Source: an optimization exercise on an open RTL-to-GDS flow (aim: small area). Production flows keep margins and buffers that such runs may drop.
In this exercise RTL edits were held to simulation tests only and were not proved equivalent to the original.
In every run shown here, the design's own scripts or RTL, not TritonCTS, make the clock network.
The flow treats the clock pin as an ideal source. Dropping or thinning the clock tree relies on that and would not hold on a real chip.
No activity file was given, so power comes from the tool's default toggle rates.

==> design/flow/design.v <==
module KF76489_Attenuation (
    input   logic   [3:0]   attenuation,
    input   logic           digital_in,
    output  logic   [5:0]   analog_out
);
    logic   [5:0]   level;
    wire    [15:0]  value = 16'd1 << attenuation;
    assign  level[0] = |(value & 16'h5A80);
    assign  level[1] = |(value & 16'h0CCC);
    assign  level[2] = |(value & 16'hD850);
    assign  level[3] = |(value & 16'h3F00);
    assign  level[4] = |(value & 16'h8A0A);
    assign  level[5] = |(value & 16'h2828);
    assign  analog_out = digital_in ? level : 6'd0;
endmodule
module KF76489_Attenuation_Encode (
    input   logic   [3:0]   attenuation,
    output  logic   [3:0]   code
);
    wire    [15:0]  value = 16'd1 << attenuation;
    assign  code[0] = |(value & 16'h1D55);
    assign  code[1] = |(value & 16'h2DA3);
    assign  code[2] = |(value & 16'h7C38);
    assign  code[3] = |(value & 16'h6617);
endmodule
module KF76489_Bus_Control_Logic (
    input   logic           clock,
    input   logic           reset,
    input   logic           CE_N,
    input   logic           WE_N,
    input   logic   [7:0]   D_IN,
    output  logic   [7:0]   internal_data_bus,
    output  logic           write_tone1_frequency_h,
    output  logic           write_tone1_frequency_l,
    output  logic           write_tone1_attenuation,
    output  logic           write_tone2_frequency_h,
    output  logic           write_tone2_frequency_l,
    output  logic           write_tone2_attenuation,
    output  logic           write_tone3_frequency_h,
    output  logic           write_tone3_frequency_l,
    output  logic           write_tone3_attenuation,
    output  logic           write_noise_control,
    output  logic           write_noise_attenuation
);
    logic           prev_write_enable_n;
    logic           write_flag;
    logic   [3:0]   stable_address;
    logic   [1:0]   latched_tone;
    always_ff @(posedge clock, posedge reset) begin
        if (reset)
            prev_write_enable_n <= 1'b1;
        else
            prev_write_enable_n <= CE_N | WE_N;
    end
    assign write_flag = ~prev_write_enable_n & WE_N;
    always_ff @(posedge clock)
        internal_data_bus   <= D_IN;
    assign  stable_address = internal_data_bus[3:0];
    always_ff @(posedge clock, posedge reset) begin
        if (reset)
            latched_tone <= 2'b00;
        else if (write_flag)
            latched_tone <= (stable_address[0] & ~stable_address[3]) ? ~stable_address[2:1] : 2'b00;
    end
    wire    latch_write = write_flag &  stable_address[0];
    wire    data_write  = write_flag & ~stable_address[0];
    assign  write_tone1_frequency_h = latch_write & (stable_address[3:1] == 3'b000);
    assign  write_tone1_frequency_l = data_write  & (latched_tone == 2'b11);
    assign  write_tone1_attenuation = latch_write & (stable_address[3:1] == 3'b100);
    assign  write_tone2_frequency_h = latch_write & (stable_address[3:1] == 3'b010);
    assign  write_tone2_frequency_l = data_write  & (latched_tone == 2'b01);
    assign  write_tone2_attenuation = latch_write & (stable_address[3:1] == 3'b110);
    assign  write_tone3_frequency_h = latch_write & (stable_address[3:1] == 3'b001);
    assign  write_tone3_frequency_l = data_write  & (latched_tone == 2'b10);
    assign  write_tone3_attenuation = latch_write & (stable_address[3:1] == 3'b101);
    assign  write_noise_control     = latch_write & (stable_address[3:1] == 3'b011);
    assign  write_noise_attenuation = latch_write & (stable_address[3:1] == 3'b111);
endmodule
module KF76489_Tone_Generator (
    input   logic           clock,
    input   logic           clock_enable,
    input   logic           reset,
    input   logic   [7:0]   internal_data_bus,
    input   logic   [3:0]   attenuation_code,
    input   logic           write_frequency_h,
    input   logic           write_frequency_l,
    input   logic           write_attenuation,
    output  logic           cycle_out,
    output  logic   [5:0]   analog_out
);
    logic   [9:0]   frequency_inv;       
    logic   [3:0]   attenuation;
    always_ff @(posedge clock, posedge reset) begin
        if (reset)
            frequency_inv           <= 10'h000;
        else if (write_frequency_h)
            frequency_inv[3:0]      <= {internal_data_bus[4], internal_data_bus[5],
                                        internal_data_bus[6], internal_data_bus[7]};
        else if (write_frequency_l)
            frequency_inv[9:4]      <= {internal_data_bus[2], internal_data_bus[3],
                                        internal_data_bus[4], internal_data_bus[5],
                                        internal_data_bus[6], internal_data_bus[7]};
    end
    always_ff @(posedge clock, posedge reset) begin
        if (reset)
            attenuation     <= 4'h0;
        else if (write_attenuation)
            attenuation     <= attenuation_code;
    end
    logic   [9:0]   count;
    logic   [9:0]   borrow;
    wire            expired = ~|count[9:1];
    wire            reload  = clock_enable & expired;
    assign  borrow[0] = clock_enable;
    always_comb
        for (int i = 0; i < 9; i++)
            borrow[i + 1] = borrow[i] & ~count[i];
    always_ff @(posedge clock, posedge reset) begin
        if (reset)
            count           <= 10'h2;
        else
            count           <= reload ? frequency_inv : count ^ borrow;
    end
    logic           digital_out;
    always_ff @(posedge clock, posedge reset) begin
        if (reset)
            digital_out     <= 1'b0;
        else
            digital_out     <= digital_out ^ reload;
    end
    always_ff @(posedge clock)
        cycle_out           <= reload;
    KF76489_Attenuation u_Attenuation (
        .attenuation        (attenuation),
        .digital_in         (digital_out),
        .analog_out         (analog_out)
    );
endmodule
module KF76489_Noise_Generator (
    input   logic           clock,
    input   logic           clock_enable,
    input   logic           reset,
    input   logic   [7:0]   internal_data_bus,
    input   logic   [3:0]   attenuation_code,
    input   logic           write_noise_control,
    input   logic           write_noise_attenuation,
    input   logic           ext_noise_gen,
    output  logic   [5:0]   analog_out
);
    logic           feedback;
    logic   [1:0]   shift_rate;
    logic   [3:0]   attenuation;
    always_ff @(posedge clock, posedge reset) begin
        if (reset) begin
            feedback            <= 1'b0;
            shift_rate          <= 2'b00;
        end
        else if (write_noise_control) begin
            feedback            <= internal_data_bus[5];
            shift_rate          <= internal_data_bus[7:6];
        end
    end
    always_ff @(posedge clock, posedge reset) begin
        if (reset)
            attenuation         <= 4'h0;
        else if (write_noise_attenuation)
            attenuation         <= attenuation_code;
    end
    logic   [3:0]   divider_count;
    logic   [3:1]   tap;
    always_ff @(posedge clock, posedge reset) begin
        if (reset)
            divider_count       <= 4'h0;
        else if (clock_enable)
            divider_count       <= divider_count + 4'h1;
    end
    wire    tap0_en = &divider_count & clock_enable;
    wire    tap1_en = tap0_en & ~tap[1];
    wire    tap2_en = tap1_en & ~tap[2];
    wire    tap3_en = tap2_en & ~tap[3];
    always_ff @(posedge clock, posedge reset) begin
        if (reset)
            tap                 <= 3'b000;
        else
            tap                 <= tap ^ {tap2_en, tap1_en, tap0_en};
    end
    logic   shift;
    always_comb begin
        case (shift_rate)
            2'b00:   shift  = tap1_en;
            2'b10:   shift  = tap2_en;
            2'b01:   shift  = tap3_en;
            default: shift  = ext_noise_gen;
        endcase
    end
    logic   [14:0]  shift_register;
    always_ff @(posedge clock, posedge reset) begin
        if (reset)
            shift_register      <= 15'b100000000000000;
        else if (write_noise_control)
            shift_register      <= 15'b100000000000000;
        else if (shift)
            shift_register      <= {(feedback & shift_register[4]) ^ shift_register[0], shift_register[14:1]};
    end
    wire    noise = shift_register[0];
    KF76489_Attenuation u_Attenuation (
        .attenuation        (attenuation),
        .digital_in         (noise),
        .analog_out         (analog_out)
    );
endmodule
module KF76489 (
    input   logic           clock,
    input   logic           clock_enable,
    input   logic           reset,
    input   logic           CE_N,
    input   logic           WE_N,
    input   logic   [7:0]   D_IN,
    output  logic           READY,
    output  logic   [7:0]   AOUT
);
    logic   [3:0]   clock_divider_count;
    logic           divided_clock_en;
    logic   [7:0]   internal_data_bus;
    logic           write_tone1_frequency_h;
    logic           write_tone1_frequency_l;
    logic           write_tone1_attenuation;
    logic           write_tone2_frequency_h;
    logic           write_tone2_frequency_l;
    logic           write_tone2_attenuation;
    logic           write_tone3_frequency_h;
    logic           write_tone3_frequency_l;
    logic           write_tone3_attenuation;
    logic           write_noise_control;
    logic           write_noise_attenuation;
    logic           ext_noise_gen;
    logic   [5:0]   tone1_aout;
    logic   [5:0]   tone2_aout;
    logic   [5:0]   tone3_aout;
    logic   [5:0]   noise_aout;
    logic   [3:0]   attenuation_code;
    KF76489_Bus_Control_Logic u_Bus_Control_Logic (
        .clock                      (clock),
        .reset                      (reset),
        .CE_N                       (CE_N),
        .WE_N                       (WE_N),
        .D_IN                       (D_IN),
        .internal_data_bus          (internal_data_bus),
        .write_tone1_frequency_h    (write_tone1_frequency_h),
        .write_tone1_frequency_l    (write_tone1_frequency_l),
        .write_tone1_attenuation    (write_tone1_attenuation),
        .write_tone2_frequency_h    (write_tone2_frequency_h),
        .write_tone2_frequency_l    (write_tone2_frequency_l),
        .write_tone2_attenuation    (write_tone2_attenuation),
        .write_tone3_frequency_h    (write_tone3_frequency_h),
        .write_tone3_frequency_l    (write_tone3_frequency_l),
        .write_tone3_attenuation    (write_tone3_attenuation),
        .write_noise_control        (write_noise_control),
        .write_noise_attenuation    (write_noise_attenuation)
    );
    KF76489_Attenuation_Encode u_Attenuation_Encode (
        .attenuation                (internal_data_bus[7:4]),
        .code                       (attenuation_code)
    );
    always_ff @(posedge clock, posedge reset) begin
        if (reset) begin
            clock_divider_count <= 4'h0;
            divided_clock_en    <= 1'b0;
        end
        else if (clock_enable) begin
            clock_divider_count <= clock_divider_count + 4'h1;
            divided_clock_en    <= (&clock_divider_count) ? 1'b1 : 1'b0;
        end
        else begin
            clock_divider_count <= clock_divider_count;
            divided_clock_en    <= 1'b0;
        end
    end
    KF76489_Tone_Generator u_Tone1 (
        .clock                      (clock),
        .clock_enable               (divided_clock_en),
        .reset                      (reset),
        .internal_data_bus          (internal_data_bus),
        .attenuation_code           (attenuation_code),
        .write_frequency_h          (write_tone1_frequency_h),
        .write_frequency_l          (write_tone1_frequency_l),
        .write_attenuation          (write_tone1_attenuation),
        .analog_out                 (tone1_aout)
    );
    KF76489_Tone_Generator u_Tone2 (
        .clock                      (clock),
        .clock_enable               (divided_clock_en),
        .reset                      (reset),
        .internal_data_bus          (internal_data_bus),
        .attenuation_code           (attenuation_code),
        .write_frequency_h          (write_tone2_frequency_h),
        .write_frequency_l          (write_tone2_frequency_l),
        .write_attenuation          (write_tone2_attenuation),
        .analog_out                 (tone2_aout)
    );
    KF76489_Tone_Generator u_Tone3 (
        .clock                      (clock),
        .clock_enable               (divided_clock_en),
        .reset                      (reset),
        .internal_data_bus          (internal_data_bus),
        .attenuation_code           (attenuation_code),
        .write_frequency_h          (write_tone3_frequency_h),
        .write_frequency_l          (write_tone3_frequency_l),
        .write_attenuation          (write_tone3_attenuation),
        .cycle_out                  (ext_noise_gen),
        .analog_out                 (tone3_aout)
    );
    KF76489_Noise_Generator u_Noise (
        .clock                      (clock),
        .clock_enable               (divided_clock_en),
        .reset                      (reset),
        .internal_data_bus          (internal_data_bus),
        .attenuation_code           (attenuation_code),
        .write_noise_control        (write_noise_control),
        .write_noise_attenuation    (write_noise_attenuation),
        .ext_noise_gen              (ext_noise_gen),
        .analog_out                 (noise_aout)
    );
    logic           prev_ce_n;
    logic           negedge_ce_n;
    logic   [4:0]   wait_count;
    always_ff @(posedge clock, posedge reset) begin
        if (reset)
            prev_ce_n   <= 1'b1;
        else
            prev_ce_n   <= CE_N;
    end
    assign  negedge_ce_n = prev_ce_n & ~CE_N;
    always_ff @(posedge clock) begin
        if (negedge_ce_n)
            wait_count  <= 5'b00000;
        else if (clock_enable & ~&wait_count)
            wait_count  <= wait_count + 5'd1;
        else
            wait_count  <= wait_count;
    end
    always_ff @(posedge clock, posedge reset) begin
        if (reset)
            READY       <= 1'b1;
        else if (CE_N & WE_N)
            READY       <= 1'b1;
        else if (negedge_ce_n)
            READY       <= 1'b0;
        else if (clock_enable & &wait_count[4:1])
            READY       <= 1'b1;
        else
            READY       <= READY;
    end
    logic   [5:0]   csa_s1;
    logic   [6:0]   csa_c1;
    logic   [5:0]   csa_s2;
    logic   [6:0]   csa_c2;
    logic   [6:0]   row_a;
    logic   [6:0]   row_b;
    logic   [7:0]   cpa_c;
    logic   [7:0]   mix;
    always_comb begin
        csa_c1[0] = 1'b0;
        csa_c2[0] = 1'b0;
        for (int i = 0; i < 6; i++) begin
            csa_s1[i]     = tone1_aout[i] ^ tone2_aout[i] ^ tone3_aout[i];
            csa_c1[i + 1] = (tone1_aout[i] & tone2_aout[i]) | (tone1_aout[i] & tone3_aout[i]) | (tone2_aout[i] & tone3_aout[i]);
            csa_s2[i]     = csa_s1[i] ^ noise_aout[i] ^ csa_c1[i];
            csa_c2[i + 1] = (csa_s1[i] & noise_aout[i]) | (csa_s1[i] & csa_c1[i]) | (noise_aout[i] & csa_c1[i]);
        end
        row_a    = {csa_c1[6], csa_s2};
        row_b    = {csa_c2[6:1], 1'b0};
        cpa_c[0] = 1'b0;
        for (int i = 0; i < 7; i++) begin
            mix[i]       = row_a[i] ^ row_b[i] ^ cpa_c[i];
            cpa_c[i + 1] = (row_a[i] & row_b[i]) | (row_a[i] & cpa_c[i]) | (row_b[i] & cpa_c[i]);
        end
        mix[7] = cpa_c[7];
    end
    always_ff @(posedge clock, posedge reset) begin
        if (reset)
            AOUT <= 8'h00;
        else
            AOUT <= mix;
    end
endmodule
==> design/flow/flow/run.sh <==
#!/bin/bash
# Layout flow: the standard flow (standard.sh) with these changes.
#  - Synthesis is the standard flow's (synth_recipe.tcl and ORFS's synth.tcl), except that
#    ABC maps the logic with flow/area.abc (area-oriented mapping, &nf -a)
#    instead of ORFS's abc_speed.script; registers are unchanged.
#  - Synthesis also leaves out the half-adder cells: Yosys's extract_fa pass
#    otherwise turns every 2-input AND that shares inputs with an XOR into a
#    half adder, which ABC cannot map into smaller gates.
#  - Ports are buffered with buf_1 instead of the clkdlybuf4s50_1 that
#    buffer_ports picks by itself (same function, 3.8 um2 instead of 10 um2).
#  - The clock tree is built by flow/manual_cts.tcl (run as PRE_CTS_TCL) in
#    place of TritonCTS: 7 inv_8 leaf inverters, each driving a balanced
#    k-means cluster of flip-flops, fed by one inv_8 root inverter on the
#    clock port. Every flip-flop is two inverters from the port, so its clock
#    is not inverted. TritonCTS's H-tree for this design uses 17 clkbuf_8
#    buffers.
# Each tool's full output goes to a log file in this folder (flow_make.log,
# and ORFS's own logs under orfs/logs).
set -euo pipefail
WORK=$(pwd)

sed "/source \$::env(SCRIPTS_DIR)\/synth_preamble.tcl/a set abc_args [lreplace \$abc_args 1 1 $WORK/flow/area.abc]" \
    "$FLOW_HOME/scripts/synth.tcl" > "$WORK/synth_area.tcl"
sed "s|source \$::env(SCRIPTS_DIR)/synth.tcl|source $WORK/synth_area.tcl|" synth_recipe.tcl > "$WORK/synth_bench_area.tcl"
grep -q "flow/area.abc" "$WORK/synth_area.tcl"
grep -q "synth_area.tcl" "$WORK/synth_bench_area.tcl"

DONT_USE="sky130_fd_sc_hd__probe_p_8 sky130_fd_sc_hd__probec_p_8 sky130_fd_sc_hd__lpflow_bleeder_1 sky130_fd_sc_hd__lpflow_clkbufkapwr_1 sky130_fd_sc_hd__lpflow_clkbufkapwr_16 sky130_fd_sc_hd__lpflow_clkbufkapwr_2 sky130_fd_sc_hd__lpflow_clkbufkapwr_4 sky130_fd_sc_hd__lpflow_clkbufkapwr_8 sky130_fd_sc_hd__lpflow_clkinvkapwr_1 sky130_fd_sc_hd__lpflow_clkinvkapwr_16 sky130_fd_sc_hd__lpflow_clkinvkapwr_2 sky130_fd_sc_hd__lpflow_clkinvkapwr_4 sky130_fd_sc_hd__lpflow_clkinvkapwr_8 sky130_fd_sc_hd__lpflow_decapkapwr_12 sky130_fd_sc_hd__lpflow_decapkapwr_3 sky130_fd_sc_hd__lpflow_decapkapwr_4 sky130_fd_sc_hd__lpflow_decapkapwr_6 sky130_fd_sc_hd__lpflow_decapkapwr_8 sky130_fd_sc_hd__lpflow_inputiso0n_1 sky130_fd_sc_hd__lpflow_inputiso0p_1 sky130_fd_sc_hd__lpflow_inputiso1n_1 sky130_fd_sc_hd__lpflow_inputiso1p_1 sky130_fd_sc_hd__lpflow_inputisolatch_1 sky130_fd_sc_hd__lpflow_isobufsrc_1 sky130_fd_sc_hd__lpflow_isobufsrc_16 sky130_fd_sc_hd__lpflow_isobufsrc_2 sky130_fd_sc_hd__lpflow_isobufsrc_4 sky130_fd_sc_hd__lpflow_isobufsrc_8 sky130_fd_sc_hd__lpflow_isobufsrckapwr_16 sky130_fd_sc_hd__lpflow_lsbuf_lh_hl_isowell_tap_1 sky130_fd_sc_hd__lpflow_lsbuf_lh_hl_isowell_tap_2 sky130_fd_sc_hd__lpflow_lsbuf_lh_hl_isowell_tap_4 sky130_fd_sc_hd__lpflow_lsbuf_lh_isowell_4 sky130_fd_sc_hd__lpflow_lsbuf_lh_isowell_tap_1 sky130_fd_sc_hd__lpflow_lsbuf_lh_isowell_tap_2 sky130_fd_sc_hd__lpflow_lsbuf_lh_isowell_tap_4 sky130_fd_sc_hd__ha_1 sky130_fd_sc_hd__ha_2 sky130_fd_sc_hd__ha_4"
PORT_BUF="-inputs -outputs -buffer_cell sky130_fd_sc_hd__buf_1"
CTS="-sink_clustering_enable -repair_clock_nets -buf_list sky130_fd_sc_hd__clkbuf_8 -dont_use_dummy_load"

export CLK_LEAVES=6 CLK_ROOTS=1
export CLK_LEAF_BUF=sky130_fd_sc_hd__inv_8 CLK_ROOT_BUF=sky130_fd_sc_hd__inv_8
bash standard.sh "SYNTH_SCRIPT=$WORK/synth_bench_area.tcl" "DONT_USE_CELLS=$DONT_USE" \
    "CTS_ARGS=$CTS" "PRE_CTS_TCL=$WORK/flow/manual_cts.tcl" \
    "BUFFER_PORTS_ARGS=$PORT_BUF" finish > flow_make.log 2>&1
==> design/flow/flow/area.abc <==
&get -n
&st
&dc2
&dch -f
&nf -a -R 1000
&put
topo
stime -c
==> design/flow/flow/manual_cts.tcl <==
# Clock tree built by hand, sourced as PRE_CTS_TCL in place of TritonCTS
# (whose H-tree for this design has 17 buffers plus dummy loads).
# Two levels: the clock port drives CLK_ROOTS root buffers (CLK_ROOT_BUF), each
# root drives some of the CLK_LEAVES leaf buffers (CLK_LEAF_BUF), and each leaf
# drives a group of clock sinks. Groups come from k-means on the placed sink
# positions, with each group held to its fair share of the sinks, and each
# buffer is placed at the centre of what it drives. Every sink is two buffers
# from the port, so the tree is balanced. The "buffers" may be inverters: with
# two on every path the clock at the flip-flops is not inverted.
set n_leaves $::env(CLK_LEAVES)
set n_roots $::env(CLK_ROOTS)

set block [ord::get_db_block]
set db [ord::get_db]
set clk_net [$block findNet clock]

# k-means on items {obj x y}; returns k groups (lists of items)
proc kmeans { items k } {
  # initial centres: items spread along x then y order
  set sorted [lsort -real -index 1 $items]
  set len [llength $sorted]
  set centres {}
  for { set i 0 } { $i < $k } { incr i } {
    set it [lindex $sorted [expr { ((2 * $i + 1) * $len) / (2 * $k) }]]
    lappend centres [list [lindex $it 1] [lindex $it 2]]
  }
  set groups {}
  for { set iter 0 } { $iter < 50 } { incr iter } {
    # assign items to the nearest centre that still has room, nearest pairs first
    set cap [expr { ($len + $k - 1) / $k }]
    set pairs {}
    set ii 0
    foreach s $items {
      set ci 0
      foreach c $centres {
        lappend pairs [list [expr { abs([lindex $s 1] - [lindex $c 0]) + abs([lindex $s 2] - [lindex $c 1]) }] $ii $ci]
        incr ci
      }
      incr ii
    }
    set new_groups {}
    set counts {}
    foreach c $centres { lappend new_groups {}; lappend counts 0 }
    set done {}
    foreach p [lsort -real -index 0 $pairs] {
      set ii [lindex $p 1]
      set ci [lindex $p 2]
      if { [dict exists $done $ii] } { continue }
      if { [lindex $counts $ci] >= $cap } { continue }
      dict set done $ii 1
      lset counts $ci [expr { [lindex $counts $ci] + 1 }]
      lset new_groups $ci [concat [lindex $new_groups $ci] [list [lindex $items $ii]]]
    }
    set groups {}
    set centres {}
    foreach g $new_groups {
      if { [llength $g] == 0 } { continue }
      lappend groups $g
      set sx 0.0
      set sy 0.0
      foreach s $g {
        set sx [expr { $sx + [lindex $s 1] }]
        set sy [expr { $sy + [lindex $s 2] }]
      }
      lappend centres [list [expr { $sx / [llength $g] }] [expr { $sy / [llength $g] }]]
    }
  }
  return $groups
}

# make a buffer driving the items' iterms, placed at their centre; returns {inst x y}
proc drive_group { name master_name g } {
  set block [ord::get_db_block]
  set master [[ord::get_db] findMaster $master_name]
  set sx 0.0
  set sy 0.0
  foreach s $g {
    set sx [expr { $sx + [lindex $s 1] }]
    set sy [expr { $sy + [lindex $s 2] }]
  }
  set cx [expr { int($sx / [llength $g]) }]
  set cy [expr { int($sy / [llength $g]) }]
  set buf [odb::dbInst_create $block $master $name]
  set net [odb::dbNet_create $block "${name}_net"]
  $net setSigType CLOCK
  $buf setLocation $cx $cy
  $buf setPlacementStatus PLACED
  foreach s $g {
    set it [lindex $s 0]
    $it disconnect
    $it connect $net
  }
  # output pin: X for a buffer, Y for an inverter
  set out [$buf findITerm X]
  if { $out == "NULL" || $out == "" } {
    set out [$buf findITerm Y]
  }
  $out connect $net
  puts "manual_cts: $name ($master_name) at ($cx, $cy) drives [llength $g]"
  return [list [$buf findITerm A] $cx $cy]
}

set sinks {}
foreach it [$clk_net getITerms] {
  set loc [[$it getInst] getLocation]
  lappend sinks [list $it [lindex $loc 0] [lindex $loc 1]]
}
puts "manual_cts: [llength $sinks] clock sinks"

set leaves {}
set i 0
foreach g [kmeans $sinks $n_leaves] {
  lappend leaves [drive_group "clkbuf_leaf_$i" $::env(CLK_LEAF_BUF) $g]
  incr i
}
set i 0
foreach g [kmeans $leaves $n_roots] {
  set root [drive_group "clkbuf_root_$i" $::env(CLK_ROOT_BUF) $g]
  [lindex $root 0] connect $clk_net
  incr i
}

# The tree may be built of inverters (an even number on every path); they
# must stay as placed, so ORFS's cloning of clock inverters is skipped too.
proc repair_clock_inverters { args } {
  puts "manual_cts: repair_clock_inverters skipped"
}

# TritonCTS is not run; the clock is propagated from here on.
proc clock_tree_synthesis { args } {
  puts "manual_cts: clock_tree_synthesis skipped"
  set_propagated_clock [all_clocks]
}
==> design/flow/standard.sh <==
#!/bin/bash
# synth_recipe.tcl (not shown) runs the flow's synth.tcl, then flattens the netlist and writes it again
# the make line also repeats each setting of config.mk as NAME=value (left out here)
make -C /OpenROAD-flow-scripts/flow DESIGN_CONFIG=/design/flow/config.mk WORK_HOME=/design/flow/orfs CLKGATE_MAP_FILE= SYNTH_SCRIPT=/design/flow/synth_recipe.tcl "${@:-finish}"
==> design/flow/config.mk <==
export PLATFORM = sky130hd
export DESIGN_NAME = KF76489
export DESIGN_NICKNAME = KF76489
export VERILOG_FILES = /design/flow/design.v
export SDC_FILE = /design/flow/constraint.sdc
export NUM_CORES = 4
export LEC_CHECK = 0
export CAP_MARGIN = 20
export CORE_MARGIN = 2
export CORE_UTILIZATION = 40
export SLEW_MARGIN = 20
==> design/flow/constraint.sdc <==
create_clock -name core_clock -period 6.0 [get_ports {clock}]
set_input_delay 1.2000 -clock core_clock [delete_from_list [all_inputs] [get_ports {clock}]]
set_output_delay 1.2000 -clock core_clock [all_outputs]
set_load 0.01 [all_outputs]
==> results of run 1 <==
==> cells by family (layout without fill, tap and decap cells) <==
group,Yosys count,in the layout,synth area share (%)
fa+ha+maj,16,16,5.39
compound gates,125,125,11.9
xor+xnor,22,22,3.24
buf+inv,21,51,1.33
flops,136,136,56.3
simple gates,202,202,15.3
mux,35,35,6.64
==> power groups by stage <==
stage	logic, mW	clock network [mW]	registers [mW]
after floorplan	0.288	0	1.26
after global placement	0.346	0	1.29
after detailed placement	0.362	0	1.30
after CTS	0.364	0.369	1.28
after global routing	0.412	0.401	1.32
final	0.356	0.347	1.29
==> per-stage QoR <==
stage          hold WS, ps  util, %
2_1_floorplan          443        -
6_report               484     43.7
4_1_cts                488     43.7
5_1_grt                500     43.7
3_3_place_gp           459     43.2
3_5_place_dp           470     43.2
==> worst reg2reg max path: cells and delay by family (launching register included) <==
| family | cells | cell delay (ps) |
|---|---|---|
| fa+ha+maj | 7 | 3040 |
| compound gates | 1 | 190 |
| buf+inv | 2 | 150 |
| simple gates | 1 | 200 |
| flops | 1 | 440 |
==> state kept, by name, indices dropped and copies added, names as in the netlist, 2 cells and up <==
signal / cells
u_Noise.shift_register: 15
u_Tone1.count: 10
u_Tone1.frequency_inv: 10
u_Tone2.count: 10
u_Tone2.frequency_inv: 10
u_Tone3.count: 10
u_Tone3.frequency_inv: 10
AOUT: 8
u_Bus_Control_Logic.internal_data_bus: 8
wait_count: 5
clock_divider_count: 4
u_Noise.attenuation: 4
u_Noise.divider_count: 4
u_Tone1.attenuation: 4
u_Tone2.attenuation: 4
u_Tone3.attenuation: 4
u_Noise.tap: 3
u_Bus_Control_Logic.latched_tone: 2
u_Noise.shift_rate: 2
==> worst max path at each step <==
| stage | start | cells past startpoint | end |
|---|---|---|---|
| 2_1_floorplan | WE_N | 6 | u_Noise.shift_register[0]$_DFFE_PP0P_ |
| 3_3_place_gp | u_Tone1.attenuation[3]$_DFFE_PP0P_ | 11 | AOUT[6]$_DFF_PP0_ |
| 3_5_place_dp | u_Tone1.attenuation[1]$_DFFE_PP0P_ | 11 | AOUT[6]$_DFF_PP0_ |
| 4_1_cts | u_Tone1.attenuation[1]$_DFFE_PP0P_ | 11 | AOUT[6]$_DFF_PP0_ |
| 5_1_grt | u_Tone1.attenuation[3]$_DFFE_PP0P_ | 11 | AOUT[6]$_DFF_PP0_ |
| 6_report | u_Tone1.attenuation[1]$_DFFE_PP0P_ | 11 | AOUT[6]$_DFF_PP0_ |
==> Yosys cell counts, types with 4 or more instances <==
cell type,n,area [um^2]
a21o_1,4,30.0
a21oi_1,39,195
a31oi_1,15,93.8
and3_1,9,56.3
clkinv_1,21,78.8
dfrtp_1,115,2880
dfstp_2,7,184
dfxtp_1,14,280
fa_1,16,320
mux2_1,35,394
nand2_1,73,274
nand2b_1,6,37.5
nand3_1,14,70.1
nor2_1,62,233
nor2b_1,9,56.3
nor3_1,7,35.0
nor4_1,6,37.5
o21ai_0,50,250
or2_0,4,25.0
or3_1,5,31.3
xnor2_1,11,96.3
xor2_1,11,96.3
==> layout make-up <==
type | count | area [um^2] | area share (%)
tap | 184 | 230 | 3.62
sequential | 136 | 3340 | 52.6
inverter | 28 | 160 | 2.52
multi-input combinational | 400 | 2520 | 39.8
timing repair buffer | 23 | 93.8 | 1.48
==> routing by layer <==
metal,wire [um],vias to the layer above
met5,0,-
met4,124,0
met3,320,11
met2,5180,47
met1,5290,1996
li1,-,1977
==> reports/summary.txt, run 1 <==
Combinational Power Share -> 17.9%
Syn avg cell area -> 10.7 um^2
Synthesized flop and latch total -> 136
Die area -> 15,800 um^2
Worst Path Arrival -> 4220 ps
Worst-case vdd ir drop -> 190 uV
Slew Limit Fails -> 0
Fin area -> 6350 um^2
Met2 usage -> 23.9%
Die Span X -> 126 um
Wire per inst -> 14.2 um
All-layer global routing usage -> 13.8%
GR Overflow Total -> 0
Commonest non-fill, non-tap cell in the layout -> dfrtp_1
Initial antenna violation count -> 0
CP peak stage delay -> 540 ps
Vias -> 4,031
Synth cell types -> 35
Hold depth -> 1
CP most frequent cell -> fa_1
Post-place setup slack -> 1850 ps
Power, Total -> 1.99 mW
Post-CTS setup buffer count -> 0
Worst hold start -> u_Noise.divider_count[3]$_DFFE_PP0P_
Max-cap violations -> 0
CTS Hold Buffers Added -> 0
Min-Delay Path Class -> reg2reg
Number of global-route vias before repair -> 3,901
Status -> no timing/DRC/antenna violations
Total core area -> 14,500 um^2
R2r setup slk -> 1860 ps
Delay-heaviest family, CP -> adder cells
Top FF cell, synth -> dfrtp_1
Bufs and invs on worst path -> 2
Syn Inst Count -> 557
Sequential share of the synthesized area -> 56.3%
First-pass GRT wire length -> 18,800 um
Final-stage net count -> 618
Drt initial violations -> 154
Vias per Instance -> 5.23
Clock Latency Late Sink -> 210 ps
Final Hold Vio Count -> 0
IO Pins -> 22
Starting Density -> 40.9%
Tcrit/Tclk final -> 69.0%
FMAX -> 0.242 GHz
Final worst path period need -> 4140 ps
Reg2Reg Capture Point -> AOUT[6]$_DFF_PP0_
Max_slew headroom -> 42.4%
Synth Cell Area -> 5940 um^2
Post-synth EDFFs -> 0
Detail Route Antenna Nets -> 0
Power density over the cells -> 313 nW/um^2
Crit Path Class -> reg2reg
Placed cell areas -> 6270 um^2
Yosys warning count -> 4
RSZ-0062 raised after global routing -> no
Post-synthesis async set-or-reset flop share -> 89.7%
DRC -> 0
Global placer's final weighted congestion -> 0.810
Net switching power -> 0.659 mW
Grt met3 use -> 1.23%
Startpoint types -> register
Worst-path fanout max -> 6
Drt pass-1 iters -> 4
Clk pwr share -> 17.5%
Port Buffers -> 21
Worst Reg-to-Reg Cells -> 11
Final Setup Violations -> 0
Worst Slack Setup Final -> 1860 ps
Ordered cell list for the critical path -> and3_1 > o21a_1 > fa_1 > clkinv_1 > fa_1 > fa_1 > fa_1 > fa_1 > fa_1 > clkinv_1 > fa_1
Grt met1 use -> 19.6%
CP Data Required Time -> 6080 ps
Pleak -> 2.79 nW
Sequential Power Share -> 64.6%
Cell count after placement -> 764
Nature of the critical path endpoint -> register
Switching share of power -> 33.1%
Clock skew -> 12.9 ps
Worst hold path endpoint -> u_Noise.divider_count[3]$_DFFE_PP0P_
FILL cells -> 1,425
Drt total wl -> 10,900 um
TNS Setup -> 0 ps
Most frequent cells in the layout -> dfrtp_1 (115), nand2_1 (73), nor2_1 (62)
Height of the chip -> 126 um
Layout Cells excl Fill -> 771
GRT Max-Usage Layer -> met2
Post-CTS Resized -> 0
Largest net degree at the start of global routing -> 66
CP max stage cell -> fa_1
Std cell rows -> 44
Area Growth Syn to Fin -> 6.93%
Worst r2r src -> u_Tone1.attenuation[1]$_DFFE_PP0P_
Share of layout cells above drive strength 1 -> 3.07%
Worst-margin pin slew -> 860 ps
Syn_nets -> 586
Post-DP HPWL -> 7650 um
Clock Pin Slew Worst Setup and Hold Paths -> 110 ps
P_int -> 1.33 mW
# diodes -> 0
==> run 2: changes to the inputs <==
--- a/design/flow/config.mk
+++ b/design/flow/config.mk
@@ -9,3 +9,4 @@
 export CORE_MARGIN = 2
-export CORE_UTILIZATION = 40
+export CORE_UTILIZATION = 60
+export PLACE_DENSITY = 0.7
 export SLEW_MARGIN = 20
==> reports/summary.txt, run 2 <==
# diodes -> 0
Height of the chip -> 103 um
Top cell type's share of synthesized area -> 48.5%
Min-Delay Path Class -> reg2reg
Hold depth -> 1
Max-cap violations -> 0
Pleak -> 2.79 nW
Commonest non-fill, non-tap cell in the layout -> dfrtp_1
CTS Hold Buffers Added -> 0
Max_slew headroom -> 30.7%
Nature of the critical path endpoint -> register
Worst Slack Setup Final -> 1860 ps
Total core area -> 9680 um^2
All-layer global routing usage -> 20.8%
Worst-margin pin slew -> 1040 ps
First-pass GRT wire length -> 17,700 um
TNS Setup -> 0 ps
Post-synthesis async set-or-reset flop share -> 89.7%
Synth cell types -> 35
Area leader, netlist -> dfrtp_1
Final Hold Vio Count -> 0
Synthesized flop and latch total -> 136
Starting Density -> 61.3%
FMAX -> 0.242 GHz
Die area -> 10,700 um^2
Drt total wl -> 10,600 um
Largest cells by area after synthesis -> dfrtp_1 (48%), mux2_1 (6.6%), fa_1 (5.4%)
Fin area -> 6290 um^2
Drt initial violations -> 164
Crit Path Class -> reg2reg
Clock Pin Slew Worst Setup and Hold Paths -> 110 ps
Clock Latency Late Sink -> 200 ps
Sequential share of the synthesized area -> 56.3%
Most frequent cells in the layout -> dfrtp_1 (115), nand2_1 (73), nor2_1 (62)
Status -> no timing/DRC/antenna violations
Placed cell areas -> 6210 um^2
Post-synth EDFFs -> 0
Final worst path period need -> 4140 ps
Number of global-route vias before repair -> 3,694
Final Setup Violations -> 0
Vias -> 3,997
Largest net degree at the start of global routing -> 86
Global placer's final weighted congestion -> 0.821
Detail Route Antenna Nets -> 0
Worst-case vdd ir drop -> 250 uV
Post-CTS setup buffer count -> 0
Top FF cell, synth -> dfrtp_1
Fin Hold WS -> 477 ps
Worst Path Arrival -> 4220 ps
IO Pins -> 22
FILL cells -> 816
Area occupied by multi-input gates -> 2520 um^2
Share of layout cells above drive strength 1 -> 3.07%
Vias per Instance -> 5.55
CP Data Required Time -> 6080 ps
Syn_nets -> 586
Worst Reg-to-Reg Cells -> 11
Syn Inst Count -> 557
GR Overflow Total -> 0
Synth top cells by count -> dfrtp_1 (115), nand2_1 (73), nor2_1 (62), o21ai_0 (50), a21oi_1 (39)
Std cell rows -> 36
RSZ-0062 raised after global routing -> no
Die Span X -> 103 um
Worst-path fanout max -> 6
Area Growth Syn to Fin -> 5.90%
Max FFs per register -> 15
Power density over the cells -> 315 nW/um^2
Post-place setup slack -> 1860 ps
Post-DP HPWL -> 7540 um
Startpoint types -> register
Wire per inst -> 14.7 um
Yosys warning count -> 4
Most frequent cell after synthesis -> dfrtp_1
Tcrit/Tclk final -> 68.9%
Clock skew -> 5.06 ps
Slew Limit Fails -> 0
Register area -> 3340 um^2
Port Buffers -> 21
Post-CTS Resized -> 0
Most flop-heavy register -> u_Noise.shift_register
Final-stage net count -> 618
Synth Cell Area -> 5940 um^2
Syn avg cell area -> 10.7 um^2
Final core occ -> 64.9%
Initial antenna violation count -> 0
DRC -> 0
Drt pass-1 iters -> 4
-- run 2: cell counts after synthesis --
No cell type changed its count.
-- run 2: report_power, final --
group | internal, mW | switching [mW] | leakage [nW]
sequential | 1.11 | 0.171 | 1.71
combinational | 0.173 | 0.184 | 1.03
clock | 0.0435 | 0.296 | 0.0424
total | 1.33 | 0.651 | 2.79
-- run 2: final cells by class --
type | instances | share of cell area [%]
timing repair buffer | 23 | 1.49
tap | 133 | 2.65
inverter | 28 | 2.59
multi-input combinational | 400 | 40.1
sequential | 136 | 53.1
-- run 2: cells by family (layout without fill, tap and decap cells) --
family	Yosys count	after routing	share of synthesized area [%]
buffers and inverters	21	51	1.33
DFF	136	136	56.3
xor gates and xnor gates	22	22	3.24
AOI/OAI and AO/OA	125	125	11.9
and+or+nand+nor	202	202	15.3
adders and majority gates	16	16	5.39
muxes	35	35	6.64
-- run 2: critical path: stages, from the launching register on --
cell and delay [ps]:
dfrtp_1 440, and3_1 210, o21a_1 190, fa_1 540, clkinv_1 80, fa_1 500, fa_1 440, fa_1 390
fa_1 390, fa_1 370, clkinv_1 60, fa_1 400
-- run 2: path summary, 6_finish.rpt --
kind | startpoint | slack, ps | end
worst min register to register | u_Noise.tap[2]$_DFF_PP0_ | 480 | u_Noise.tap[2]$_DFF_PP0_
min in group asynchronous | reset | 1120 | u_Noise.shift_register[9]$_DFFE_PP0P_
worst max register to register | u_Tone1.attenuation[3]$_DFFE_PP0P_ | 1860 | AOUT[6]$_DFF_PP0_
worst min-delay path | u_Noise.tap[2]$_DFF_PP0_ | 480 | u_Noise.tap[2]$_DFF_PP0_
worst max-delay path | u_Tone1.attenuation[3]$_DFFE_PP0P_ | 1860 | AOUT[6]$_DFF_PP0_
max in group asynchronous | reset | 3890 | u_Noise.shift_register[14]$_DFFE_PP1P_
-- run 2: per-stage QoR --
stage          cells  power (mW)
5_1_grt          720        2.12
3_3_place_gp     713        1.63
6_report         720        1.98
3_5_place_dp     713        1.66
2_1_floorplan    557        1.55
4_1_cts          720        2.00
-- run 2: layer usage --
metal	part of all wire [%]	up-vias	track usage, %
met1	47	1947	29.8
met5	0	-	0
met3	2.3	11	1.14
met4	1.6	0	3.04
li1	-	1985	-
met2	49	54	36.1
==> run 3: changes to the inputs <==
--- a/design/flow/flow/run.sh
+++ b/design/flow/flow/run.sh
@@ -31,3 +31,3 @@
 
-export CLK_LEAVES=6 CLK_ROOTS=1
+export CLK_LEAVES=7 CLK_ROOTS=1
 export CLK_LEAF_BUF=sky130_fd_sc_hd__inv_8 CLK_ROOT_BUF=sky130_fd_sc_hd__inv_8
--- a/design/flow/config.mk
+++ b/design/flow/config.mk
@@ -9,4 +9,3 @@
 export CORE_MARGIN = 2
-export CORE_UTILIZATION = 60
-export PLACE_DENSITY = 0.7
+export CORE_UTILIZATION = 40
 export SLEW_MARGIN = 20
==> reports/summary.txt, run 3 <==
Worst-margin pin slew -> 854 ps
Clk pwr share -> 18.0%
Pleak -> 2.79 nW
Tcrit/Tclk final -> 68.8%
Startpoint types -> register
Top FF cell, synth -> dfrtp_1
Most flop-heavy register -> u_Noise.shift_register
Clock Pin Slew Worst Setup and Hold Paths -> 100 ps
# diodes -> 0
Crit Path Class -> reg2reg
Max-cap violations -> 0
Height of the chip -> 126 um
Global placer's final weighted congestion -> 0.810
CP Data Required Time -> 6090 ps
Post-synth EDFFs -> 0
RSZ-0062 raised after global routing -> no
Commonest non-fill, non-tap cell in the layout -> dfrtp_1
Power density over the cells -> 315 nW/um^2
Port Buffers -> 21
Starting Density -> 40.9%
Synth Cell Area -> 5940 um^2
Post-DP HPWL -> 7650 um
Worst Path Arrival -> 4220 ps
Post-CTS setup buffer count -> 0
P_int -> 1.34 mW
Clock skew -> 10.7 ps
FMAX -> 0.242 GHz
Worst Reg-to-Reg Cells -> 11
Area leader, netlist -> dfrtp_1
Final Hold Vio Count -> 0
Most frequent cell after synthesis -> dfrtp_1
Max FFs per register -> 15
Switching share of power -> 33.3%
Drt total wl -> 10,900 um
Drt initial violations -> 185
Net switching power -> 0.668 mW
Nature of the critical path endpoint -> register
Detail Route Antenna Nets -> 0
Vias per Instance -> 5.21
Total core area -> 14,500 um^2
Std cell rows -> 44
Synth cell types -> 35
GR Overflow Total -> 0
All-layer global routing usage -> 13.8%
Post-synthesis async set-or-reset flop share -> 89.7%
Syn_nets -> 586
Post-CTS Resized -> 0
Sequential Power Share -> 64.2%
Final worst path period need -> 4130 ps
IO Pins -> 22
Post-place setup slack -> 1850 ps
Status -> no timing/DRC/antenna violations
Worst-case vdd ir drop -> 140 uV
Die area -> 15,800 um^2
Slew Limit Fails -> 0
Share of layout cells above drive strength 1 -> 3.23%
Area Growth Syn to Fin -> 7.12%
Combinational Power Share -> 17.8%
Vias -> 4,023
Worst Slack Setup Final -> 1870 ps
Most frequent cells in the layout -> dfrtp_1 (115), nand2_1 (73), nor2_1 (62)
Synthesized flop and latch total -> 136
Initial antenna violation count -> 0
Final-stage net count -> 619
TNS Setup -> 0 ps
Drt pass-1 iters -> 4
Largest cells by area after synthesis -> dfrtp_1 (48%), mux2_1 (6.6%), fa_1 (5.4%)
Wire per inst -> 14.1 um
First-pass GRT wire length -> 18,700 um
Hold depth -> 1
DRC -> 0
Clock Latency Late Sink -> 210 ps
Yosys warning count -> 4
Sequential share of the synthesized area -> 56.3%
Syn avg cell area -> 10.7 um^2
Largest net degree at the start of global routing -> 66
Final Setup Violations -> 0
CTS Hold Buffers Added -> 0
Die Span X -> 126 um
Min-Delay Path Class -> reg2reg
Worst-path fanout max -> 6
Max_slew headroom -> 42.7%
Placed cell areas -> 6270 um^2
Fin area -> 6360 um^2
Top cell type's share of synthesized area -> 48.5%
Number of global-route vias before repair -> 3,921
Synth top cells by count -> dfrtp_1 (115), nand2_1 (73), nor2_1 (62), o21ai_0 (50), a21oi_1 (39)
Syn Inst Count -> 557
==> run 3: power by group through the flow <==
stage	clock [mW]	combinational, mW	sequential, mW
floorplan	0	0.288	1.26
global placement	0	0.346	1.29
detailed placement	0	0.362	1.30
CTS	0.380	0.364	1.28
global route	0.418	0.412	1.32
finish	0.360	0.356	1.29
==> run 3: cell families (layout without fill, tap and decap cells) <==
kind of cell             after synthesis  in the layout  synth area share, %
AND/OR/NAND/NOR                      202            202                 15.3
flip-flops                           136            136                 56.3
AO/OA/AOI/OAI                        125            125                 11.9
multiplexers                          35             35                 6.64
XOR/XNOR                              22             22                 3.24
buffers and inverters                 21             52                 1.33
adder cells (fa/ha/maj)               16             16                 5.39
==> run 3: worst paths after layout <==
kind                                                 startpoint                               endpoint  slack (ps)
min in group asynchronous                                 reset  u_Noise.shift_register[9]$_DFFE_PP0P_        1120
setup / recovery             u_Tone1.attenuation[1]$_DFFE_PP0P_                      AOUT[6]$_DFF_PP0_        1870
max in group asynchronous                                 reset             u_Tone1.count[9]$_DFF_PP0_        3640
hold reg to reg            u_Noise.divider_count[3]$_DFFE_PP0P_   u_Noise.divider_count[3]$_DFFE_PP0P_         480
setup reg to reg             u_Tone1.attenuation[1]$_DFFE_PP0P_                      AOUT[6]$_DFF_PP0_        1870
hold / removal             u_Noise.divider_count[3]$_DFFE_PP0P_   u_Noise.divider_count[3]$_DFFE_PP0P_         480
==> run 3: layout make-up <==
type	instances	area [um^2]
multi-input cells	400	2520
inverters	29	171
repair buffers	23	93.8
flip-flops and latches	136	3340
well taps	184	230
fillers	1424	8170
==> run 3: worst max-delay path, cell delays in order, from the launching register on <==
cell,delay (ps)
dfrtp_1,440
and3_1,200
o21a_1,190
fa_1,540
clkinv_1,80
fa_1,500
fa_1,450
fa_1,390
fa_1,380
fa_1,370
clkinv_1,70
fa_1,400
==> run 3: per-layer routing <==
layer,vias to the layer above,wire length (um),global-route usage [%]
li1,1983,-,-
met1,1985,5330,19.9
met2,44,5070,23.6
met3,11,360,1.36
met4,0,150,1.87
met5,-,0,0
==> run 3: through the flow <==
| stage | power (mW) | std cells | utilization [%] | hold WS, ps |
|---|---|---|---|---|
| final | 2.00 | 772 | 43.8 | 482 |
| after global routing | 2.15 | 772 | 43.8 | 498 |
| after CTS | 2.03 | 772 | 43.8 | 485 |
| after detailed placement | 1.66 | 764 | 43.2 | 470 |
| after global placement | 1.64 | 764 | 43.2 | 459 |
| after floorplan | 1.55 | 557 | - | 443 |
==> run 4: changes to the inputs <==
--- a/design/flow/flow/run.sh
+++ b/design/flow/flow/run.sh
@@ -10,10 +10,2 @@
 #    buffer_ports picks by itself (same function, 3.8 um2 instead of 10 um2).
-#  - The clock tree is built by flow/manual_cts.tcl (run as PRE_CTS_TCL) in
-#    place of TritonCTS: 7 inv_8 leaf inverters, each driving a balanced
-#    k-means cluster of flip-flops, fed by one inv_8 root inverter on the
-#    clock port. Every flip-flop is two inverters from the port, so its clock
-#    is not inverted. TritonCTS's H-tree for this design uses 17 clkbuf_8
-#    buffers.
-# Each tool's full output goes to a log file in this folder (flow_make.log,
-# and ORFS's own logs under orfs/logs).
 set -euo pipefail
@@ -31,3 +23,3 @@
 
-export CLK_LEAVES=7 CLK_ROOTS=1
+export CLK_LEAVES=6 CLK_ROOTS=1
 export CLK_LEAF_BUF=sky130_fd_sc_hd__inv_8 CLK_ROOT_BUF=sky130_fd_sc_hd__inv_8
--- a/design/flow/config.mk
+++ b/design/flow/config.mk
@@ -9,3 +9,4 @@
 export CORE_MARGIN = 2
-export CORE_UTILIZATION = 40
+export CORE_UTILIZATION = 60
+export PLACE_DENSITY = 0.7
 export SLEW_MARGIN = 20
==> reports/summary.txt, run 4 <==
Total core area -> 9680 um^2
Drt initial violations -> 164
Syn_nets -> 586
Share of layout cells above drive strength 1 -> 3.07%
Top cell type's share of synthesized area -> 48.5%
Die area -> 10,700 um^2
TNS Setup -> 0 ps
Most flop-heavy register -> u_Noise.shift_register
Sequential share of the synthesized area -> 56.3%
Global placer's final weighted congestion -> 0.821
Starting Density -> 61.3%
Commonest non-fill, non-tap cell in the layout -> dfrtp_1
Area Growth Syn to Fin -> 5.90%
Critical Path End -> AOUT[6]$_DFF_PP0_
FILL cells -> 816
Synthesized flop and latch total -> 136
IO Pins -> 22
Worst r2r src -> u_Tone1.attenuation[3]$_DFFE_PP0P_
Area leader, netlist -> dfrtp_1
Number of global-route vias before repair -> 3,694
Worst-case vdd ir drop -> 250 uV
RSZ-0062 raised after global routing -> no
Synth top cells by count -> dfrtp_1 (115), nand2_1 (73), nor2_1 (62), o21ai_0 (50), a21oi_1 (39)
Syn avg cell area -> 10.7 um^2
Drt total wl -> 10,600 um
Pleak -> 2.79 nW
CP Data Required Time -> 6080 ps
Reg2Reg Capture Point -> AOUT[6]$_DFF_PP0_
Max-cap violations -> 0
Most frequent cell after synthesis -> dfrtp_1
GR Overflow Total -> 0
R2r setup slk -> 1860 ps
Tcrit/Tclk final -> 68.9%
Min-Delay Path Class -> reg2reg
Crit Path Class -> reg2reg
FMAX -> 0.242 GHz
Syn Inst Count -> 557
Slew Limit Fails -> 0
Post-synth EDFFs -> 0
CTS Hold Buffers Added -> 0
Power, Total -> 1.98 mW
Max_slew headroom -> 30.7%
Vias per Instance -> 5.55
Worst Path Arrival -> 4220 ps
Yosys warning count -> 4
Worst Reg-to-Reg Cells -> 11
# diodes -> 0
Synth cell types -> 35
Std cell rows -> 36
Post-synthesis async set-or-reset flop share -> 89.7%
Post-CTS setup buffer count -> 0
Clock skew -> 5.06 ps
Final Setup Violations -> 0
Largest cells by area after synthesis -> dfrtp_1 (48%), mux2_1 (6.6%), fa_1 (5.4%)
Most frequent cells in the layout -> dfrtp_1 (115), nand2_1 (73), nor2_1 (62)
Worst-path fanout max -> 6
Wire per inst -> 14.7 um
Die Span X -> 103 um
First-pass GRT wire length -> 17,700 um
All-layer global routing usage -> 20.8%
Vias -> 3,997
Drt pass-1 iters -> 4
Worst-margin pin slew -> 1040 ps
Critical path launch point -> u_Tone1.attenuation[3]$_DFFE_PP0P_
Final-stage net count -> 618
Area occupied by multi-input gates -> 2520 um^2
Post-CTS Resized -> 0
Final Hold Vio Count -> 0
Nature of the critical path endpoint -> register
Top FF cell, synth -> dfrtp_1
Clock Pin Slew Worst Setup and Hold Paths -> 110 ps
Initial antenna violation count -> 0
Power density over the cells -> 315 nW/um^2
Clock Latency Late Sink -> 200 ps
Final worst path period need -> 4140 ps
Startpoint types -> register
Status -> no timing/DRC/antenna violations
Register area -> 3340 um^2
DRC -> 0
Fin Hold WS -> 477 ps
Largest net degree at the start of global routing -> 86
Height of the chip -> 103 um
Post-DP HPWL -> 7540 um
Max FFs per register -> 15
Synth Cell Area -> 5940 um^2
Port Buffers -> 21
Detail Route Antenna Nets -> 0
-- run 4: stage by stage --
step / setup slack (ps) / area, um^2 / std cells / util, %
finish: 1860 / 6290 / 720 / 64.9
global route: 1710 / 6290 / 720 / 64.9
detailed placement: 1860 / 6210 / 713 / 64.1
floorplan: 1900 / 5940 / 557 / -
CTS: 1840 / 6290 / 720 / 64.9
global placement: 1900 / 6210 / 713 / 64.1
-- run 4: metal layers --
layer / track usage [%] / share of wire (%) / vias up
met5: 0 / 0 / -
met4: 3.04 / 1.6 / 0
met3: 1.14 / 2.3 / 11
met2: 36.1 / 49 / 54
met1: 29.8 / 47 / 1947
li1: - / - / 1985
-- run 4: worst max-delay path, stage by stage (launching register included) --
cell      delay (ps)
dfrtp_1          440
and3_1           210
o21a_1           190
fa_1             540
clkinv_1          80
fa_1             500
fa_1             440
fa_1             390
fa_1             390
fa_1             370
clkinv_1          60
fa_1             400
-- run 4: worst min-delay path by stage --
| stage | from | endpoint | slack, ps | cells after the start |
|---|---|---|---|---|
| after detailed placement | u_Noise.tap[2]$_DFF_PP0_ | u_Noise.tap[2]$_DFF_PP0_ | 460 | 1 |
| after CTS | u_Noise.tap[2]$_DFF_PP0_ | u_Noise.tap[2]$_DFF_PP0_ | 480 | 1 |
| after global placement | u_Noise.tap[2]$_DFF_PP0_ | u_Noise.tap[2]$_DFF_PP0_ | 460 | 1 |
| final | u_Noise.tap[2]$_DFF_PP0_ | u_Noise.tap[2]$_DFF_PP0_ | 480 | 1 |
| after global routing | u_Tone2.frequency_inv[7]$_DFFE_PP0P_ | u_Tone2.frequency_inv[7]$_DFFE_PP0P_ | 510 | 1 |
| after floorplan | u_Tone3.frequency_inv[6]$_DFFE_PP0P_ | u_Tone3.count[6]$_DFF_PP0_ | 440 | 2 |
-- run 4: final cells by class --
type                       count  area share [%]
inverter                      28            2.59
multi-input combinational    400            40.1
sequential                   136            53.1
tap                          133            2.65
timing repair buffer          23            1.49
-- run 4: power by group --
part	total (mW)	switching, mW	internal (mW)
clock network	0.340	0.296	0.0435
logic	0.357	0.184	0.173
registers	1.29	0.171	1.11
total	1.98	0.651	1.33
-- run 4: cell families after synthesis --
logic type	after synthesis	share of synthesized area [%]
AND/OR/NAND/NOR	202	15.3
flip-flops	136	56.3
AO/OA/AOI/OAI	125	11.9
multiplexers	35	6.64
XOR/XNOR	22	3.24
buffers and inverters	21	1.33
adder cells (fa/ha/maj)	16	5.39
==> run 5: changes to the inputs <==
--- a/design/flow/design.v
+++ b/design/flow/design.v
@@ -44,3 +44,2 @@
 );
-    logic           prev_write_enable_n;
     logic           write_flag;
@@ -48,9 +47,10 @@
     logic   [1:0]   latched_tone;
+    logic           prev_write_enable;
     always_ff @(posedge clock, posedge reset) begin
         if (reset)
-            prev_write_enable_n <= 1'b1;
+            prev_write_enable   <= 1'b0;
         else
-            prev_write_enable_n <= CE_N | WE_N;
+            prev_write_enable   <= ~(CE_N | WE_N);
     end
-    assign write_flag = ~prev_write_enable_n & WE_N;
+    assign write_flag = prev_write_enable & WE_N;
     always_ff @(posedge clock)
@@ -326,8 +326,10 @@
     logic   [4:0]   wait_count;
+    logic           prev_ce;
     always_ff @(posedge clock, posedge reset) begin
         if (reset)
-            prev_ce_n   <= 1'b1;
+            prev_ce     <= 1'b0;
         else
-            prev_ce_n   <= CE_N;
+            prev_ce     <= ~CE_N;
     end
+    assign  prev_ce_n = ~prev_ce;
     assign  negedge_ce_n = prev_ce_n & ~CE_N;
==> reports/summary.txt, run 5 <==
Starting Density -> 61.3%
Placed cell areas -> 6210 um^2
Largest net degree at the start of global routing -> 64
Synth cell types -> 38
Post-CTS Resized -> 0
Pleak -> 2.77 nW
Final worst path period need -> 4280 ps
CP most frequent cell -> fa_1
Vias per Instance -> 5.68
Die area -> 10,700 um^2
Min-Delay Path Class -> reg2reg
Area Growth Syn to Fin -> 6.07%
IO Pins -> 22
Worst Path Arrival -> 4360 ps
Commonest non-fill, non-tap cell in the layout -> dfrtp_1
First-pass GRT wire length -> 18,800 um
Power, Total -> 2.00 mW
Detail Route Antenna Nets -> 0
Die Span X -> 103 um
Final Hold Vio Count -> 0
Area leader, netlist -> dfrtp_1
Post-synth EDFFs -> 0
CP max stage cell -> nor4_1
CP peak stage delay -> 530 ps
Crit Path Class -> reg2reg
Top FF cell, synth -> dfrtp_1
Max_slew headroom -> 41.0%
Share of layout cells above drive strength 1 -> 3.02%
Post-place setup slack -> 1750 ps
Worst-case vdd ir drop -> 193 uV
DRC -> 0
TNS Setup -> 0 ps
Post-DP HPWL -> 7830 um
Worst Slack Setup Final -> 1720 ps
CTS Hold Buffers Added -> 0
Final-stage net count -> 627
Worst-path fanout max -> 7
RSZ-0062 raised after global routing -> no
Most frequent cell after synthesis -> dfrtp_1
Total core area -> 9680 um^2
# diodes -> 0
Drt pass-1 iters -> 4
Nature of the critical path endpoint -> register
Most flop-heavy register -> u_Noise.shift_register
Largest cells by area after synthesis -> dfrtp_1 (49%), mux2_1 (6.3%), fa_1 (5.4%)
Post-CTS setup buffer count -> 0
Syn_nets -> 594
Syn Inst Count -> 565
Syn avg cell area -> 10.5 um^2
Worst Reg-to-Reg Cells -> 13
All-layer global routing usage -> 21.9%
Hold depth -> 1
Clock skew -> 16.1 ps
Clock Latency Late Sink -> 200 ps
Port Buffers -> 21
Max-cap violations -> 0
Clock Pin Slew Worst Setup and Hold Paths -> 110 ps
Drt initial violations -> 226
GR Overflow Total -> 0
Power density over the cells -> 318 nW/um^2
Synthesized flop and latch total -> 136
Worst-margin pin slew -> 881 ps
Post-synthesis async set-or-reset flop share -> 89.7%
Top cell type's share of synthesized area -> 49.4%
FMAX -> 0.234 GHz
Ordered cell list for the critical path -> nor2b_1 > o21ai_0 > o21ai_0 > nand2_1 > fa_1 > nor4_1 > nand2_1 > fa_1 > fa_1 > fa_1 > fa_1 > clkinv_1 > fa_1
Vias -> 4,143
Std cell rows -> 36
Sequential share of the synthesized area -> 56.3%
CP Data Required Time -> 6070 ps
Drt total wl -> 11,100 um
Fin area -> 6290 um^2
Fin Hold WS -> 480 ps
Wire per inst -> 15.3 um
Tcrit/Tclk final -> 71.4%
Status -> no timing/DRC/antenna violations
Number of global-route vias before repair -> 3,932
Synth top cells by count -> dfrtp_1 (117), nand2_1 (76), nor2_1 (70), o21ai_0 (55), a21oi_1 (46)
Synth Cell Area -> 5930 um^2
Yosys warning count -> 4
Slew Limit Fails -> 0
Initial antenna violation count -> 0
Most frequent cells in the layout -> dfrtp_1 (117), nand2_1 (76), nor2_1 (70)
Final Setup Violations -> 0
FILL cells -> 810
Height of the chip -> 103 um
Max FFs per register -> 15
Global placer's final weighted congestion -> 0.822
Startpoint types -> register
[run 5: cell families after synthesis]
kind of cell             synth area share, %
AO/OA/AOI/OAI                           12.4
XOR/XNOR                                2.81
adder cells (fa/ha/maj)                 5.40
buffers and inverters                   1.27
flip-flops                              56.3
multiplexers                            6.26
AND/OR/NAND/NOR                         15.6
[run 5: cell type report]
class | count | area (um^2) | area share [%]
Sequential cell | 136 | 3340 | 53.1
Multi-Input combinational cell | 409 | 2530 | 40.2
Tap cell | 133 | 166 | 2.64
Inverter | 27 | 156 | 2.49
Timing Repair Buffer | 24 | 101 | 1.61
[run 5: layer usage]
metal / routed length [um] / track usage, % / up-vias
met4: 143 / 3.64 / 0
met1: 5280 / 33.2 / 2033
met2: 5480 / 36.0 / 69
met3: 235 / 1.21 / 13
met5: 0 / 0 / -
li1: - / - / 2028
[run 5: final timing paths]
path,start,endpoint,slack [ps]
min in group asynchronous,reset,u_Noise.shift_register[9]$_DFFE_PP0P_,1120
max in group asynchronous,reset,u_Noise.tap[3]$_DFF_PP0_,3630
worst min register to register,u_Noise.divider_count[3]$_DFFE_PP0P_,u_Noise.divider_count[3]$_DFFE_PP0P_,480
worst max-delay path,u_Tone1.attenuation[2]$_DFFE_PP0P_,AOUT[6]$_DFF_PP0_,1720
worst min-delay path,u_Noise.divider_count[3]$_DFFE_PP0P_,u_Noise.divider_count[3]$_DFFE_PP0P_,480
worst max register to register,u_Tone1.attenuation[2]$_DFFE_PP0P_,AOUT[6]$_DFF_PP0_,1720
[run 5: critical path: cells and delay by family (launching register included)]
| family | cells | cell delay [ps] |
|---|---|---|
| AOI/OAI and AO/OA | 2 | 190 |
| DFF | 1 | 450 |
| buffers and inverters | 1 | 60 |
| adders and majority gates | 6 | 2490 |
| and+or+nand+nor | 4 | 980 |
[run 5: stage by stage]
stage	std cells	utilization, %
2_1_floorplan	565	-
3_3_place_gp	722	64.1
3_5_place_dp	722	64.1
4_1_cts	729	64.9
5_1_grt	729	65.0
6_report	729	65.0
[run 5: report_power, final]
part           switching [mW]  internal (mW)
Combinational           0.192          0.170
Clock                   0.299         0.0441
Sequential              0.177           1.12
Total                   0.669           1.33

afterwards: timing with drivers on the ports:
In the flow no input, the clock included, has a driving cell. The finished layouts below were timed again as built, in two steps.
Step 1 assumes that a clkbuf_16 drives the clock port and a buf_2 every other input.
Step 2 times the ports against the registers' clock, not the clock port: input delays grow and output delays shrink by t, the midpoint of the rising clock arrivals with the driver on.
a / b / c = ideal / step 1 / step 2; a / b = the first two.
| run | shift t [ns] | setup slack, ns | hold WS [ns] | worst setup path at the end | worst slew at a driven data input, ns |
|---|---|---|---|---|---|
| run 1 | 0.253 | 1.862 / 1.862 / 1.862 | 0.484 / 0.484 / 0.484 | register to register | 0.03 |
| run 2 | 0.241 | 1.864 / 1.864 / 1.864 | 0.477 / 0.477 / 0.477 | register to register | 0.03 |
| run 3 | 0.251 | 1.873 / 1.873 / 1.873 | 0.482 / 0.482 / 0.482 | register to register | 0.03 |
| run 4 | 0.241 | 1.864 / 1.864 / 1.864 | 0.477 / 0.477 / 0.477 | register to register | 0.03 |
| run 5 | 0.239 | 1.719 / 1.719 / 1.719 | 0.480 / 0.480 / 0.480 | register to register | 0.03 |
After both steps setup and hold are still met in every run listed.
